Source: an optimization exercise on an open RTL-to-GDS flow (aim: small area and a short achievable clock period). Production flows keep margins and buffers that such runs may drop.
Function was not checked in any run shown here: the RTL went through the layout flow alone.

## flow/design.v (module list and top-level ports; edited modules follow where they fit)
// module montgomery_kyber: 1427 lines
// module kfa: 6 lines
// module k_a21bo: 5 lines
// module k_a21oi: 5 lines
// module k_and2: 5 lines
// module k_inv: 5 lines
// module k_mux2i: 5 lines
// module k_nand2: 5 lines
// module k_nor2: 5 lines
// module k_o21ai: 5 lines
// module k_o21bai: 5 lines
// module k_or2: 5 lines
// module k_xnor2: 5 lines
// module k_xor2: 5 lines
module montgomery_kyber(clk, a, b, out);
  // ...
==> flow/flow/run.sh <==
#!/bin/bash
set -euo pipefail
MARGIN=${MARGIN:-5.5}
BUF=${BUF:-sky130_fd_sc_hd__buf_1}
RECOVER=${RECOVER:-0}
bash standard.sh "SETUP_SLACK_MARGIN=$MARGIN" \
  "BUFFER_PORTS_ARGS=-buffer_cell $BUF" "RECOVER_POWER=$RECOVER" finish > flow_make.log 2>&1
==> flow/standard.sh <==
#!/bin/bash
# synth_recipe.tcl (not shown) runs the flow's synth.tcl, then flattens the netlist and writes it again
# the make line also repeats each setting of config.mk as NAME=value (left out here)
make -C /OpenROAD-flow-scripts/flow DESIGN_CONFIG=/design/flow/config.mk WORK_HOME=/design/flow/orfs CLKGATE_MAP_FILE= SYNTH_SCRIPT=/design/flow/synth_recipe.tcl "${@:-finish}"
==> flow/config.mk <==
export PLATFORM = sky130hd
export DESIGN_NAME = montgomery_kyber
export DESIGN_NICKNAME = montgomery_kyber
export VERILOG_FILES = /design/flow/design.v
export SDC_FILE = /design/flow/constraint.sdc
export NUM_CORES = 4
export LEC_CHECK = 0
export CAP_MARGIN = 20
export CORE_MARGIN = 2
export CORE_UTILIZATION = 40
export SETUP_SLACK_MARGIN = 5
export SLEW_MARGIN = 20
export SYNTH_HIERARCHICAL = 1
export SYNTH_MINIMUM_KEEP_SIZE = 0
==> flow/constraint.sdc <==
create_clock -name core_clock -period 12.0 [get_ports {clk}]
set_input_delay 2.4000 -clock core_clock [delete_from_list [all_inputs] [get_ports {clk}]]
set_output_delay 2.4000 -clock core_clock [all_outputs]
set_load 0.01 [all_outputs]
==> flow_metrics.tcl, run 1 <==
set metrics [dict create \
    outcome "no timing/DRC/antenna violations" \
    multi_input_comb_cells 621 \
    synth_adder_area_share_pct 41.4 \
    wl_met1_mm 6.01 \
    yosys.area_share.simple_pct 18.3 \
    grt_remaining_overflow 0 \
    grt_use_met3_pct 1.17 \
    rsz0062_at_grt "yes" \
    ys_types 14 \
    yosys.area_share.xor_xnor_pct 19.1 \
    max_cap_viol_count 0 \
    final_core_util_pct 44.8 \
    place_ws_ns 4.96 \
    via_count 4560 \
    holdCritStartpoint "a[0]" \
    top_layer "met4" \
    fin_crit_ns 6.32 \
    largest_class "multi-input combinational cells" \
    synth_area_um2 6150 \
    antenna_found_initial 0 \
    final_cell_mix "nand2_1 (172), fa_1 (125), xor2_1 (74), nor2_1 (57), xnor2_1 (54)" \
    cts_hold_buf 0 \
    yosys.area.top_type "fa_1" \
    ys_warn_count 7 \
    dr_wl_met3_um 599 \
    clockBufferDepth 2 \
    fin_setup_tns_ns 0 \
    syn_to_final_growth_pct 9.97 \
    wl_per_cell_um 14.4 \
    critPathKind "in -> reg" \
    dieArea_um2 16400 \
    synthesis.nets 831 \
    globalRouteTotalUtil_pct 17.2 \
    synth_cells 679 \
    vias_per_cell 4.99 \
    cts_tree "yes" \
    wl_mm 13.2 \
    final_nets 879 \
    critPathSlowestCell "fa_1" \
    timing.final.ws_setup_ns 5.68 \
]
==> run 2, diff against run 1 <==
--- a/flow/design.v
+++ b/flow/design.v
@@ -1180,255 +1180,183 @@
 k_a21oi un586 (.a(n547), .b(n576), .c(n546), .y(n586));
 wire n587;
 k_a21oi un587 (.a(n551), .b(n580), .c(n550), .y(n587));
 wire n588;
 k_inv un588 (.a(n577), .y(n588));
 wire n589;
 k_a21oi un589 (.a(n555), .b(n588), .c(n554), .y(n589));
 wire n590;
-k_xnor2 un590 (.a(n533), .b(n520), .y(n590));
+k_xor2 un590 (.a(n533), .b(n520), .y(n590));
 wire n591;
-k_xor2 un591 (.a(n535), .b(n556), .y(n591));
+k_xnor2 un591 (.a(n535), .b(n556), .y(n591));
 wire n592;
-k_xor2 un592 (.a(n537), .b(n583), .y(n592));
+k_xnor2 un592 (.a(n537), .b(n583), .y(n592));
 wire n593;
-k_xnor2 un593 (.a(n539), .b(n570), .y(n593));
+k_xor2 un593 (.a(n539), .b(n570), .y(n593));
 wire n594;
-k_xor2 un594 (.a(n541), .b(n584), .y(n594));
+k_xnor2 un594 (.a(n541), .b(n584), .y(n594));
 wire n595;
-k_xnor2 un595 (.a(n543), .b(n579), .y(n595));
+k_xor2 un595 (.a(n543), .b(n579), .y(n595));
 wire n596;
-k_xor2 un596 (.a(n545), .b(n585), .y(n596));
+k_xnor2 un596 (.a(n545), .b(n585), .y(n596));
 wire n597;
-k_xor2 un597 (.a(n547), .b(n575), .y(n597));
+k_xnor2 un597 (.a(n547), .b(n575), .y(n597));
 wire n598;
-k_xor2 un598 (.a(n549), .b(n586), .y(n598));
+k_xnor2 un598 (.a(n549), .b(n586), .y(n598));
 wire n599;
-k_xnor2 un599 (.a(n551), .b(n580), .y(n599));
+k_xor2 un599 (.a(n551), .b(n580), .y(n599));
 wire n600;
-k_xor2 un600 (.a(n553), .b(n587), .y(n600));
+k_xnor2 un600 (.a(n553), .b(n587), .y(n600));
 wire n601;
-k_xor2 un601 (.a(n555), .b(n577), .y(n601));
+k_xnor2 un601 (.a(n555), .b(n577), .y(n601));
 wire n602;
 k_xor2 un602 (.a(n496), .b(n589), .y(n602));
 wire n603;
-k_xor2 un603 (.a(n480), .b(fs481), .y(n603));
+k_nand2 un603 (.a(n590), .b(n602), .y(n603));
 wire n604;
-k_and2 un604 (.a(n480), .b(fs481), .y(n604));
+k_xor2 un604 (.a(n590), .b(n602), .y(n604));
 wire n605;
-k_xnor2 un605 (.a(fc481), .b(fs482), .y(n605));
+k_nand2 un605 (.a(n598), .b(n602), .y(n605));
 wire n606;
-k_or2 un606 (.a(fc481), .b(fs482), .y(n606));
+k_xor2 un606 (.a(n598), .b(n602), .y(n606));
 wire n607;
-k_xnor2 un607 (.a(fc482), .b(fs483), .y(n607));
+k_nand2 un607 (.a(n600), .b(n602), .y(n607));
 wire n608;
-k_or2 un608 (.a(fc482), .b(fs483), .y(n608));
+k_xor2 un608 (.a(n600), .b(n602), .y(n608));
 wire n609;
-k_xnor2 un609 (.a(fc483), .b(fs484), .y(n609));
+k_nand2 un609 (.a(n601), .b(n602), .y(n609));
 wire n610;
-k_or2 un610 (.a(fc483), .b(fs484), .y(n610));
+k_xor2 un610 (.a(n601), .b(n602), .y(n610));
 wire n611;
-k_xnor2 un611 (.a(fc484), .b(fs485), .y(n611));
+k_inv un611 (.a(n591), .y(n611));
 wire n612;
-k_or2 un612 (.a(fc484), .b(fs485), .y(n612));
+k_nor2 un612 (.a(n611), .b(n603), .y(n612));
 wire n613;
-k_xnor2 un613 (.a(fc485), .b(fs486), .y(n613));
+k_nand2 un613 (.a(n591), .b(n604), .y(n613));
 wire n614;
-k_or2 un614 (.a(fc485), .b(fs486), .y(n614));
+k_nand2 un614 (.a(n593), .b(n592), .y(n614));
 wire n615;
-k_xnor2 un615 (.a(fc486), .b(fs487), .y(n615));
+k_nand2 un615 (.a(n595), .b(n594), .y(n615));
 wire n616;
-k_or2 un616 (.a(fc486), .b(fs487), .y(n616));
+k_nand2 un616 (.a(n597), .b(n596), .y(n616));
 wire n617;
-k_xnor2 un617 (.a(fc487), .b(fs488), .y(n617));
+k_inv un617 (.a(n599), .y(n617));
 wire n618;
-k_or2 un618 (.a(fc487), .b(fs488), .y(n618));
+k_nor2 un618 (.a(n617), .b(n605), .y(n618));
 wire n619;
-k_xor2 un619 (.a(n489), .b(fc488), .y(n619));
+k_nand2 un619 (.a(n599), .b(n606), .y(n619));
 wire n620;
-k_and2 un620 (.a(n489), .b(fc488), .y(n620));
+k_inv un620 (.a(n610), .y(n620));
 wire n621;
-k_xnor2 un621 (.a(n490), .b(n491), .y(n621));
+k_o21ai un621 (.a(n620), .b(n607), .c(n609), .y(n621));
 wire n622;
-k_or2 un622 (.a(n490), .b(n491), .y(n622));
+k_nand2 un622 (.a(n610), .b(n608), .y(n622));
 wire n623;
-k_xor2 un623 (.a(n492), .b(fs493), .y(n623));
+k_inv un623 (.a(n614), .y(n623));
 wire n624;
-k_and2 un624 (.a(n492), .b(fs493), .y(n624));
+k_nand2 un624 (.a(n623), .b(n612), .y(n624));
 wire n625;
-k_xor2 un625 (.a(n494), .b(fc493), .y(n625));
+k_nor2 un625 (.a(n614), .b(n613), .y(n625));
 wire n626;
-k_and2 un626 (.a(n494), .b(fc493), .y(n626));
+k_nor2 un626 (.a(n616), .b(n615), .y(n626));
 wire n627;
-k_nor2 un627 (.a(n605), .b(n604), .y(n627));
+k_inv un627 (.a(n622), .y(n627));
 wire n628;
-k_xor2 un628 (.a(n605), .b(n604), .y(n628));
+k_a21oi un628 (.a(n627), .b(n618), .c(n621), .y(n628));
 wire n629;
-k_nor2 un629 (.a(n607), .b(n606), .y(n629));
+k_nor2 un629 (.a(n622), .b(n619), .y(n629));
 wire n630;
-k_xor2 un630 (.a(n607), .b(n606), .y(n630));
+k_inv un630 (.a(n626), .y(n630));
 wire n631;
-k_nor2 un631 (.a(n609), .b(n608), .y(n631));
+k_nor2 un631 (.a(n630), .b(n624), .y(n631));
 wire n632;
-k_xor2 un632 (.a(n609), .b(n608), .y(n632));
+k_nand2 un632 (.a(n626), .b(n625), .y(n632));
 wire n633;
-k_nor2 un633 (.a(n611), .b(n610), .y(n633));
+k_a21bo un633 (.a(n629), .b(n631), .c(n628), .y(n633));
 wire n634;
-k_xor2 un634 (.a(n611), .b(n610), .y(n634));
+k_inv un634 (.a(n629), .y(n634));
 wire n635;
-k_nor2 un635 (.a(n613), .b(n612), .y(n635));
+k_nor2 un635 (.a(n634), .b(n632), .y(n635));
 wire n636;
-k_xor2 un636 (.a(n613), .b(n612), .y(n636));
+k_nor2 un636 (.a(n615), .b(n624), .y(n636));
 wire n637;
-k_nor2 un637 (.a(n615), .b(n614), .y(n637));
+k_inv un637 (.a(n615), .y(n637));
 wire n638;
-k_xor2 un638 (.a(n615), .b(n614), .y(n638));
+k_nand2 un638 (.a(n637), .b(n625), .y(n638));
 wire n639;
-k_nor2 un639 (.a(n617), .b(n616), .y(n639));
+k_inv un639 (.a(n619), .y(n639));
 wire n640;
-k_xor2 un640 (.a(n617), .b(n616), .y(n640));
+k_a21oi un640 (.a(n639), .b(n631), .c(n618), .y(n640));
 wire n641;
-k_nor2 un641 (.a(n619), .b(n618), .y(n641));
+k_nor2 un641 (.a(n619), .b(n632), .y(n641));
 wire n642;
-k_xor2 un642 (.a(n619), .b(n618), .y(n642));
+k_nand2 un642 (.a(n592), .b(n612), .y(n642));
 wire n643;
-k_nor2 un643 (.a(n621), .b(n620), .y(n643));
+k_inv un643 (.a(n592), .y(n643));
 wire n644;
-k_xor2 un644 (.a(n621), .b(n620), .y(n644));
+k_nor2 un644 (.a(n643), .b(n613), .y(n644));
 wire n645;
-k_nor2 un645 (.a(n623), .b(n622), .y(n645));
+k_inv un645 (.a(n594), .y(n645));
 wire n646;
-k_xor2 un646 (.a(n623), .b(n622), .y(n646));
+k_nor2 un646 (.a(n645), .b(n624), .y(n646));
 wire n647;
-k_nor2 un647 (.a(n625), .b(n624), .y(n647));
+k_nand2 un647 (.a(n594), .b(n625), .y(n647));
 wire n648;
-k_xor2 un648 (.a(n625), .b(n624), .y(n648));
+k_nand2 un648 (.a(n596), .b(n636), .y(n648));
 wire n649;
-k_nor2 un649 (.a(n496), .b(n626), .y(n649));
+k_inv un649 (.a(n596), .y(n649));
 wire n650;
-k_xor2 un650 (.a(n496), .b(n626), .y(n650));
+k_nor2 un650 (.a(n649), .b(n638), .y(n650));
 wire n651;
-k_inv un651 (.a(n520), .y(n651));
+k_a21bo un651 (.a(n606), .b(n631), .c(n605), .y(n651));
 wire n652;
-k_nor2 un652 (.a(n603), .b(n651), .y(n652));
+k_inv un652 (.a(n606), .y(n652));
 wire n653;
-k_a21oi un653 (.a(n630), .b(n627), .c(n629), .y(n653));
+k_nor2 un653 (.a(n652), .b(n632), .y(n653));
 wire n654;
-k_nand2 un654 (.a(n630), .b(n628), .y(n654));
+k_inv un654 (.a(n608), .y(n654));
 wire n655;
-k_a21oi un655 (.a(n634), .b(n631), .c(n633), .y(n655));
+k_o21ai un655 (.a(n654), .b(n640), .c(n607), .y(n655));
 wire n656;
-k_nand2 un656 (.a(n634), .b(n632), .y(n656));
+k_nand2 un656 (.a(n608), .b(n641), .y(n656));
 wire n657;
-k_a21oi un657 (.a(n638), .b(n635), .c(n637), .y(n657));
+k_xnor2 un657 (.a(n591), .b(n603), .y(n657));
 wire n658;
-k_nand2 un658 (.a(n638), .b(n636), .y(n658));
+k_xor2 un658 (.a(n592), .b(n612), .y(n658));
 wire n659;
-k_a21oi un659 (.a(n642), .b(n639), .c(n641), .y(n659));
+k_xnor2 un659 (.a(n593), .b(n642), .y(n659));
 wire n660;
-k_nand2 un660 (.a(n642), .b(n640), .y(n660));
+k_xnor2 un660 (.a(n594), .b(n624), .y(n660));
 wire n661;
-k_a21oi un661 (.a(n646), .b(n643), .c(n645), .y(n661));
+k_xor2 un661 (.a(n595), .b(n646), .y(n661));
 wire n662;
-k_nand2 un662 (.a(n646), .b(n644), .y(n662));
+k_xor2 un662 (.a(n596), .b(n636), .y(n662));
 wire n663;
-k_a21oi un663 (.a(n650), .b(n647), .c(n649), .y(n663));
+k_xnor2 un663 (.a(n597), .b(n648), .y(n663));
 wire n664;
-k_nand2 un664 (.a(n650), .b(n648), .y(n664));
+k_xor2 un664 (.a(n606), .b(n631), .y(n664));
 wire n665;
-k_inv un665 (.a(n652), .y(n665));
+k_xor2 un665 (.a(n599), .b(n651), .y(n665));
 wire n666;
-k_o21ai un666 (.a(n654), .b(n665), .c(n653), .y(n666));
+k_xnor2 un666 (.a(n608), .b(n640), .y(n666));
 wire n667;
-k_o21ai un667 (.a(n658), .b(n655), .c(n657), .y(n667));
-wire n668;
-k_nor2 un668 (.a(n658), .b(n656), .y(n668));
-wire n669;
-k_o21ai un669 (.a(n662), .b(n659), .c(n661), .y(n669));
-wire n670;
-k_nor2 un670 (.a(n662), .b(n660), .y(n670));
-wire n671;
-k_a21oi un671 (.a(n668), .b(n666), .c(n667), .y(n671));
-wire n672;
-k_inv un672 (.a(n671), .y(n672));
-wire n673;
-k_a21oi un673 (.a(n670), .b(n672), .c(n669), .y(n673));
-wire n674;
-k_inv un674 (.a(n666), .y(n674));
-wire n675;
-k_o21ai un675 (.a(n656), .b(n674), .c(n655), .y(n675));
-wire n676;
-k_o21ai un676 (.a(n660), .b(n671), .c(n659), .y(n676));
-wire n677;
-k_o21ai un677 (.a(n664), .b(n673), .c(n663), .y(n677));
-wire n678;
-k_a21oi un678 (.a(n628), .b(n652), .c(n627), .y(n678));
-wire n679;
-k_a21oi un679 (.a(n632), .b(n666), .c(n631), .y(n679));
-wire n680;
-k_a21oi un680 (.a(n636), .b(n675), .c(n635), .y(n680));
-wire n681;
-k_a21oi un681 (.a(n640), .b(n672), .c(n639), .y(n681));
-wire n682;
-k_a21oi un682 (.a(n644), .b(n676), .c(n643), .y(n682));
-wire n683;
-k_inv un683 (.a(n673), .y(n683));
-wire n684;
-k_a21oi un684 (.a(n648), .b(n683), .c(n647), .y(n684));
-wire n685;
-k_xor2 un685 (.a(n603), .b(n520), .y(n685));
-wire n686;
-k_xnor2 un686 (.a(n628), .b(n652), .y(n686));
-wire n687;
-k_xor2 un687 (.a(n630), .b(n678), .y(n687));
-wire n688;
-k_xnor2 un688 (.a(n632), .b(n666), .y(n688));
-wire n689;
-k_xor2 un689 (.a(n634), .b(n679), .y(n689));
-wire n690;
-k_xnor2 un690 (.a(n636), .b(n675), .y(n690));
-wire n691;
-k_xor2 un691 (.a(n638), .b(n680), .y(n691));
-wire n692;
-k_xor2 un692 (.a(n640), .b(n671), .y(n692));
-wire n693;
-k_xor2 un693 (.a(n642), .b(n681), .y(n693));
-wire n694;
-k_xnor2 un694 (.a(n644), .b(n676), .y(n694));
-wire n695;
-k_xor2 un695 (.a(n646), .b(n682), .y(n695));
-wire n696;
-k_xor2 un696 (.a(n648), .b(n673), .y(n696));
-wire n697;
-k_xor2 un697 (.a(n650), .b(n684), .y(n697));
-wire o0;
-k_mux2i uo0 (.s(n602), .a(n590), .b(n685), .y(out[0]));
-wire o1;
-k_mux2i uo1 (.s(n602), .a(n591), .b(n686), .y(out[1]));
-wire o2;
-k_mux2i uo2 (.s(n602), .a(n592), .b(n687), .y(out[2]));
-wire o3;
-k_mux2i uo3 (.s(n602), .a(n593), .b(n688), .y(out[3]));
-wire o4;
-k_mux2i uo4 (.s(n602), .a(n594), .b(n689), .y(out[4]));
-wire o5;
-k_mux2i uo5 (.s(n602), .a(n595), .b(n690), .y(out[5]));
-wire o6;
-k_mux2i uo6 (.s(n602), .a(n596), .b(n691), .y(out[6]));
-wire o7;
-k_mux2i uo7 (.s(n602), .a(n597), .b(n692), .y(out[7]));
-wire o8;
-k_mux2i uo8 (.s(n602), .a(n598), .b(n693), .y(out[8]));
-wire o9;
-k_mux2i uo9 (.s(n602), .a(n599), .b(n694), .y(out[9]));
-wire o10;
-k_mux2i uo10 (.s(n602), .a(n600), .b(n695), .y(out[10]));
-wire o11;
-k_mux2i uo11 (.s(n602), .a(n601), .b(n696), .y(out[11]));
+k_xor2 un667 (.a(n610), .b(n655), .y(n667));
+assign out[0] = n604;
+assign out[1] = n657;
+assign out[2] = n658;
+assign out[3] = n659;
+assign out[4] = n660;
+assign out[5] = n661;
+assign out[6] = n662;
+assign out[7] = n663;
+assign out[8] = n664;
+assign out[9] = n665;
+assign out[10] = n666;
+assign out[11] = n667;
 endmodule
 module kfa(a, b, c, s, co);
 input a, b, c;
 output s, co;
 assign s = a ^ b ^ c;
 assign co = (a & b) | (a & c) | (b & c);
 endmodule
 module k_a21bo(a, b, c, y);
@@ -1446,21 +1374,16 @@
 output y;
 assign y = a & b;
 endmodule
 module k_inv(a, y);
 input a;
 output y;
 assign y = ~a;
 endmodule
-module k_mux2i(s, a, b, y);
-input s, a, b;
-output y;
-assign y = ~(s ? b : a);
-endmodule
 module k_nand2(a, b, y);
 input a, b;
 output y;
 assign y = ~(a & b);
 endmodule
 module k_nor2(a, b, y);
 input a, b;
 output y;
==> run 2 against run 1 <==
Largest cell class unchanged. Non-clock buffer count rose by 16. Global-route usage rose by 0.92 points. Sequential cell count did not move. Area after synthesis fell by 6.1%. Still clean on timing, DRC and antenna. Fmax fell by 3.3%.
==> flow_metrics.tcl, run 2 <==
set metrics [dict create \
    outcome "no timing/DRC/antenna violations" \
    via_count 4285 \
    core_um2 14000 \
    wl_per_cell_um 14.9 \
    fin_crit_ns 6.54 \
    gp_congestion 0.856 \
    cts_tree "yes" \
    antenna_found_initial 0 \
    async_flop_share_pct 0 \
    io_buffer_count 36 \
    critPathSlowestCell "fa_1" \
    final_nets 839 \
    vias_per_cell 4.95 \
    cp.buffers_inverters 3 \
    max_cap_viol_count 0 \
    htreeDepth 1 \
    ys_types 14 \
    hpwl_mm 10.7 \
    wl_mm 12.9 \
    synth_seq_area_share_pct 8.32 \
    largest_register_ffs 24 \
    post-synth-top-count-cell "nand2_1" \
    cts.sinks 24 \
    final_cell_mix "nand2_1 (174), fa_1 (126), xnor2_1 (48), xor2_1 (48), nor2_1 (46)" \
    cts_root_buffer "clkbuf_16" \
    synthesis.nets 787 \
    synthTopCellsByCount "nand2_1 (177), fa_1 (127), xor2_1 (63)" \
    top_register "r" \
    grt_max_degree 14 \
    ys_seq_elements 24 \
    ys.flop_type "dfxtp_1" \
    synth_edf_count 0 \
    crit_path_start "r[3]" \
    worst_slew_pin_slew_ns 0.716 \
    rsz0062_at_grt "yes" \
    crit_path_max_incr_delay_ns 0.52 \
    clkTransAtPathRegs_ns 0.05 \
    finalHoldViolCount 0 \
    min_period_over_period_pct 54.5 \
    dr_wl_met3_um 649 \
    crit_top_cell "a21oi_2" \
    hold_end "r[0]" \
    max_slew_margin_pct 52.3 \
    drc 0 \
    hold_class "in -> reg" \
    syn_to_final_growth_pct 14.8 \
    grt_remaining_overflow 0 \
    holdCritStartpoint "a[0]" \
    crit_chain "or2_1, fa_1, fa_1, xor2_2, a21oi_2, o21ai_2, a21oi_2, inv_2, a21oi_4, inv_2, a21oi_4, xor2_4, nand2_2, nor2_4, nand2_4, nor2_4, a21oi_2, o21ai_2, xor2_1, buf_2" \
    slew_viol_final 0 \
    ios 37 \
    drive_gt1_share_pct 19.2 \
    antenna_cells 0 \
    globalRouteTotalUtil_pct 18.1 \
    dp_cells 839 \
    fin_setup_tns_ns 0 \
    numCtsBuffers 3 \
    crit_cells 20 \
    cp_data_arrival_time_ns 4.14 \
    synth_cells 635 \
    grt_pass1_vias 4722 \
    layout_commonest_cell "nand2_1" \
    die_x_um 124 \
    holdPathStages 3 \
    die_h_um 124 \
    critPathRequiredTime_ns 9.60 \
    setup_viol 0 \
    ant_nets 0 \
    dieArea_um2 15400 \
    fillers 1314 \
    fin_cells 866 \
    worstSetupEndpointType "primary output" \
    initial_core_util_pct 41.3 \
    first_pass_iters 4 \
    grt_pass1_wl_mm 21.9 \
    drt_iter0_drc 225 \
    largestRegisters "r (24)" \
    top_layer "met4" \
    path_delay_family "compound AO/OA/AOI/OAI gates" \
    start_kind "register" \
    netlist_top_cells_area "fa_1 (44%), nand2_1 (12%), xor2_1 (9.6%)" \
    num_rows 43 \
    wl_met2_mm 6.60 \
    synth_area_um2 5770 \
    clockBufferDepth 2 \
    max_freq_mhz 153 \
    netlist.area_leader.share_pct 44.0 \
    syn_area_per_cell_um2 9.09 \
    final_core_util_pct 47.4 \
    ys_warn_count 7 \
    cp_max_fo 3 \
    critPathKind "reg -> out" \
    yosys.area.top_type "fa_1" \
    wl_met1_mm 5.49 \
]
[run 2: cell count changes after synthesis]
cell,change
xor2_1,-17
or2_1,-8
inv_1,+3
nand2_1,+5
nor2_1,-7
mux2i_1,-12
xnor2_1,-3
o21ai_1,-4
a21oi_2,-11
a21bo_1,+1
and2_1,-3
buf_4,+12
[run 2: area by class of cell]
class	count	area, um^2	share of cell area (%)
multi-input combinational	562	5320	80.3
clock buffer	4	88.8	1.34
timing repair buffer	59	354	5.35
sequential	24	499	7.54
inverter	37	139	2.10
tap	180	225	3.40
[run 2: Yosys stat by module (local to each module, per instance)]
module            cell area [um^2]  cells inside  copies in the design  flip-flops and latches
montgomery_kyber               571            36                     1                      24
kfa                           20.0             1                   127                       0
k_a21bo                       10.0             1                     2                       0
k_a21oi                       8.76             1                    39                       0
k_xnor2                       8.76             1                    51                       0
k_xor2                        8.76             1                    63                       0
k_o21bai                      7.51             1                     2                       0
k_and2                        6.26             1                     4                       0
k_or2                         6.26             1                    27                       0
k_o21ai                       5.00             1                    19                       0
k_inv                         3.75             1                    37                       0
k_nand2                       3.75             1                   177                       0
k_nor2                        3.75             1                    51                       0
[run 2: worst max path at each step]
stage | to | slack (ns)
6_report | out[11] | 5.46
5_1_grt | out[11] | 5.24
4_1_cts | out[11] | 5.46
3_5_place_dp | r[22] | 4.96
3_3_place_gp | out[11] | 5.04
2_1_floorplan | out[11] | 5.51
[run 2: cells by family after synthesis]
| family | Yosys count | synth area share (%) |
|---|---|---|
| compound gates | 62 | 8.17 |
| xor+xnor | 114 | 17.3 |
| fa+ha+maj | 127 | 44.0 |
| buf+inv | 49 | 3.97 |
| flops | 24 | 8.32 |
| simple gates | 259 | 18.2 |
[run 2: per-stage QoR]
| stage | hold slack [ns] | area (um^2) | setup WS (ns) |
|---|---|---|---|
| 2_1_floorplan | 2.59 | 5790 | 5.51 |
| 4_1_cts | 2.67 | 6400 | 5.46 |
| 5_1_grt | 2.71 | 6620 | 5.24 |
| 6_report | 2.67 | 6620 | 5.46 |
| 3_5_place_dp | 3.08 | 6060 | 4.96 |
| 3_3_place_gp | 3.07 | 6060 | 5.04 |
[run 2: routing by layer]
metal  track usage [%]  up-vias
met5                 0        -
met4              4.63        0
met3              1.79       16
met2              32.4      104
met1              23.4     2144
li1                  -     2021
[run 2: timing repair]
action,CTS,global route
buffers inserted,16,7
pin swaps,17,15
resized for setup,45,42
setup endpoints to repair,17,13
hold buffers,0,0

-- what the ideal ports hide --
No port has a modelled driver above. Below, the same layouts with a new extraction and two added sets of constraints. Step 1, drivers: a clkbuf_16 drives clk and a buf_2 each remaining input, both assumed. Step 2 also shifts input and output timing later by t, the mid clock arrival at the registers, as if the neighbouring blocks saw the same clock. Three values: ideal, step 1, step 2; two values: the first two.
| run | t (ns) | setup WS [ns] | worst setup path after step 2 | worst data-port slew with drivers (ns) |
|---|---|---|---|---|
| run 1 | 0.281 | 5.677 / 5.683 / 5.409 | input to register | 0.03 |
| run 2 | 0.281 | 5.461 / 5.428 / 5.465 | input to register | 0.03 |
After both steps every run listed still meets setup and hold. For run 1, which loses most, drivers alone change the setup slack by +0.006 ns; drivers and shift together by -0.268 ns.
